This design comes from an exercise in tuning for small area, a short achievable clock period and few clock cycles per item on the open sky130 flow, not from production work. Function was checked by simulation only, so behaviour that the tests miss may differ from the original. No driver is modelled on the clock port, so clocking that relies on it looks cheaper here than on a real chip.

== the reference run ==
## ntt_processer
module ntt_processer (
    input clk,
    input rst,
    input start,
    input [1:0] mode,  
    input is_add_or_sub,
    input [9:0] ram_r_start_offset_A,
    input [9:0] ram_r_start_offset_B,
    input [9:0] ram_w_start_offset,
    input [95:0] ram_rdata,
    output last_cycle,
    output ram_wen,
    output [9:0] ram_raddr,
    output [9:0] ram_waddr,
    output [95:0] ram_wdata,
    output NTT_finish
);
==> flow/config.mk <==
export PLATFORM = sky130hd
export DESIGN_NAME = ntt_processer
export DESIGN_NICKNAME = ntt_processer
export VERILOG_FILES = /design/flow/design.v
export SDC_FILE = /design/flow/constraint.sdc
export NUM_CORES = 8
export LEC_CHECK = 0
export CAP_MARGIN = 30
export CORE_MARGIN = 2
export CORE_UTILIZATION = 40
export PLACE_DENSITY = 0.6
export SLEW_MARGIN = 30
==> flow/constraint.sdc <==
create_clock -name core_clock -period 13.0 [get_ports {clk}]
set_input_delay 2.6000 -clock core_clock [delete_from_list [all_inputs] [get_ports {clk}]]
set_output_delay 2.6000 -clock core_clock [all_outputs]
set_load 0.01 [all_outputs]
standard.sh (not shown) runs the stock make flow with config.mk's settings and CLKGATE_MAP_FILE= SYNTH_SCRIPT=/design/flow/synth_recipe.tcl, a recipe that flattens the netlist after the stock synthesis.
==> flow/flow/run.sh <==
#!/bin/bash
# Layout flow: the standard ORFS flow (standard.sh), with one extra step
# after clock tree synthesis (flow/post_cts.tcl, run through ORFS's
# POST_CTS_TCL hook) that repairs setup timing against a tighter target than
# the clock period, so that the achieved period shrinks.  Constraints and
# clock period are unchanged.  Each tool's output is logged in this folder.
set -euo pipefail
export POST_CTS_TCL="$PWD/flow/post_cts.tcl"
bash standard.sh > standard.log 2>&1
==> flow/flow/post_cts.tcl <==
# Sourced by ORFS cts.tcl (POST_CTS_TCL) after its own timing repair.
# Repair setup timing as if the required slack were 9 ns of the 13 ns period
# (a ~4 ns target): sizes up gates, buffers and swaps pins; the design's
# logic and registers are unchanged.
puts "post_cts: extra setup repair"
report_worst_slack -max
report_design_area
repair_timing -setup -setup_margin 9 -repair_tns 100 -skip_gate_cloning
set result [catch { detailed_placement } msg]
if { $result != 0 } {
  error "post_cts: detailed placement failed: $msg"
}
check_placement -verbose
estimate_parasitics -placement
report_worst_slack -max
report_design_area
The reference run | status: complete | timing, DRC, antenna: pass
Testbench counts of the reference run, summed over its fixed seeds: cycles 31,576, ops 192.
Edits applied to the flow inputs when going from the reference run to the trial run:
==> flow/run.sh (new file) <==
#!/bin/bash
# synth_recipe.tcl (not shown) runs the flow's synth.tcl, then flattens the netlist and writes it again
# the make line also repeats each setting of config.mk as NAME=value (left out here)
make -C /OpenROAD-flow-scripts/flow DESIGN_CONFIG=/design/flow/config.mk WORK_HOME=/design/flow/orfs CLKGATE_MAP_FILE= SYNTH_SCRIPT=/design/flow/synth_recipe.tcl finish
removed: flow/flow/run.sh
removed: flow/flow/post_cts.tcl
removed: flow/standard.sh
Findings:
- [compare] base=the reference run new=the trial run: relative max-transition margin lower; critical path depth lower; global routing usage summed across all routing layers now sits lower.

========
Another version of the RTL of ntt_processer (not shown whole).
For scale: roughly 11000 cells after synthesis, ~1300 flip-flops, roughly 250 I/O pins, ~0.095 mm^2 of cells after synthesis.
==> flow/config.mk <==
export PLATFORM = sky130hd
export DESIGN_NAME = ntt_processer
export DESIGN_NICKNAME = ntt_processer
export VERILOG_FILES = /design/flow/design.v
export SDC_FILE = /design/flow/constraint.sdc
export NUM_CORES = 8
export LEC_CHECK = 0
export CAP_MARGIN = 30
export CORE_MARGIN = 2
export CORE_UTILIZATION = 40
export PLACE_DENSITY = 0.6
export SLEW_MARGIN = 30
==> flow/constraint.sdc <==
create_clock -name core_clock -period 13.0 [get_ports {clk}]
set_input_delay 2.6000 -clock core_clock [delete_from_list [all_inputs] [get_ports {clk}]]
set_output_delay 2.6000 -clock core_clock [all_outputs]
set_load 0.01 [all_outputs]
==> flow/flow/run.sh <==
#!/bin/bash
# Layout flow: the standard ORFS flow (standard.sh), with two extra
# setup-repair steps run through ORFS's own hooks: flow/post_cts.tcl after
# clock tree synthesis (POST_CTS_TCL) and flow/post_grt.tcl after global
# routing (POST_GLOBAL_ROUTE_TCL).  They repair setup timing against a
# tighter target than the clock period, so that the achieved period shrinks.
# Synthesis, constraints and clock period are unchanged.  Each tool's output
# is logged in this folder (standard.log; ORFS's per-step logs under orfs/).
set -euo pipefail
export POST_CTS_TCL="$PWD/flow/post_cts.tcl"
export POST_GLOBAL_ROUTE_TCL="$PWD/flow/post_grt.tcl"
bash standard.sh > standard.log 2>&1
==> flow/flow/post_cts.tcl <==
# Sourced by ORFS cts.tcl (POST_CTS_TCL) after its own timing repair.
# Repair setup timing as if the required slack were 9 ns of the 13 ns period
# (a ~4 ns target): sizes up gates, buffers and swaps pins; the design's
# logic and registers are unchanged.
puts "post_cts: extra setup repair"
report_worst_slack -max
report_design_area
repair_timing -setup -setup_margin 9 -repair_tns 100 -skip_gate_cloning
set result [catch { detailed_placement } msg]
if { $result != 0 } {
  error "post_cts: detailed placement failed: $msg"
}
check_placement -verbose
estimate_parasitics -placement
report_worst_slack -max
report_design_area
==> flow/flow/post_grt.tcl <==
# Sourced by ORFS global_route.tcl (POST_GLOBAL_ROUTE_TCL) before it writes
# the global-routed design: one more setup repair against the ~4 ns target,
# now with global-routing parasitics, then the incremental global route and
# legalisation that ORFS itself uses after a repair.
puts "post_grt: extra setup repair"
estimate_parasitics -global_routing
report_worst_slack -max
report_design_area
repair_timing -setup -setup_margin 9 -repair_tns 100 -skip_gate_cloning
global_route -start_incremental
detailed_placement
global_route -end_incremental
estimate_parasitics -global_routing
repair_timing -hold
global_route -start_incremental
detailed_placement
global_route -end_incremental
check_placement -verbose
estimate_parasitics -global_routing
report_worst_slack -max
report_worst_slack -min
report_design_area
Testbench counts at the start, summed over its fixed seeds: cycles 31,480, ops 192.
Next try:
CORE_UTILIZATION = 65   (was 40)
CTS_CLUSTER_DIAMETER = 80   (was default)
CTS_CLUSTER_SIZE = 20   (was default)
PLACE_DENSITY = 0.8   (was 0.6)
What happened: The changed run passed the timing, DRC and antenna checks; design area falls by about 3.4%; core utilization rises by 26 points; synthesized cell count does not change; global-route usage rises by 13 points; cell count falls by 9.8%.

-- what the ideal ports hide --
The results above use ideal ports. As a check the final layouts listed here were re-extracted and re-timed, cells and wires unchanged.
Step 1 (the two cells are an assumption about what drives the block):
set clk [get_ports {clk}]
set_driving_cell -lib_cell sky130_fd_sc_hd__clkbuf_16 $clk
set_driving_cell -lib_cell sky130_fd_sc_hd__buf_2 [delete_from_list [all_inputs] $clk]
Step 2, shift: input delay + t, output delay - t, t = (earliest + latest rising clock arrival at the registers) / 2. This alone moves slack from input paths to output paths.
Three values: ideal ports, drivers, drivers and shift; two values: the first two.
run	t (ns)	slack for setup (ns)	worst setup path at the end	pins driven straight from the clock port
the reference run	0.903	8.825 / 8.752 / 8.294	input to register	1
the trial run	0.904	8.120 / 8.120 / 8.120	register to register	1
the first run of note 2	0.892	8.895 / 8.938 / 8.060	input to register	1
the second run of note 2	0.812	8.739 / 8.805 / 7.993	input to register	1
After both steps every run listed still meets setup and hold. For the first run of note 2, which loses most, drivers alone change the setup slack by +0.043 ns; drivers and shift together by -0.835 ns.
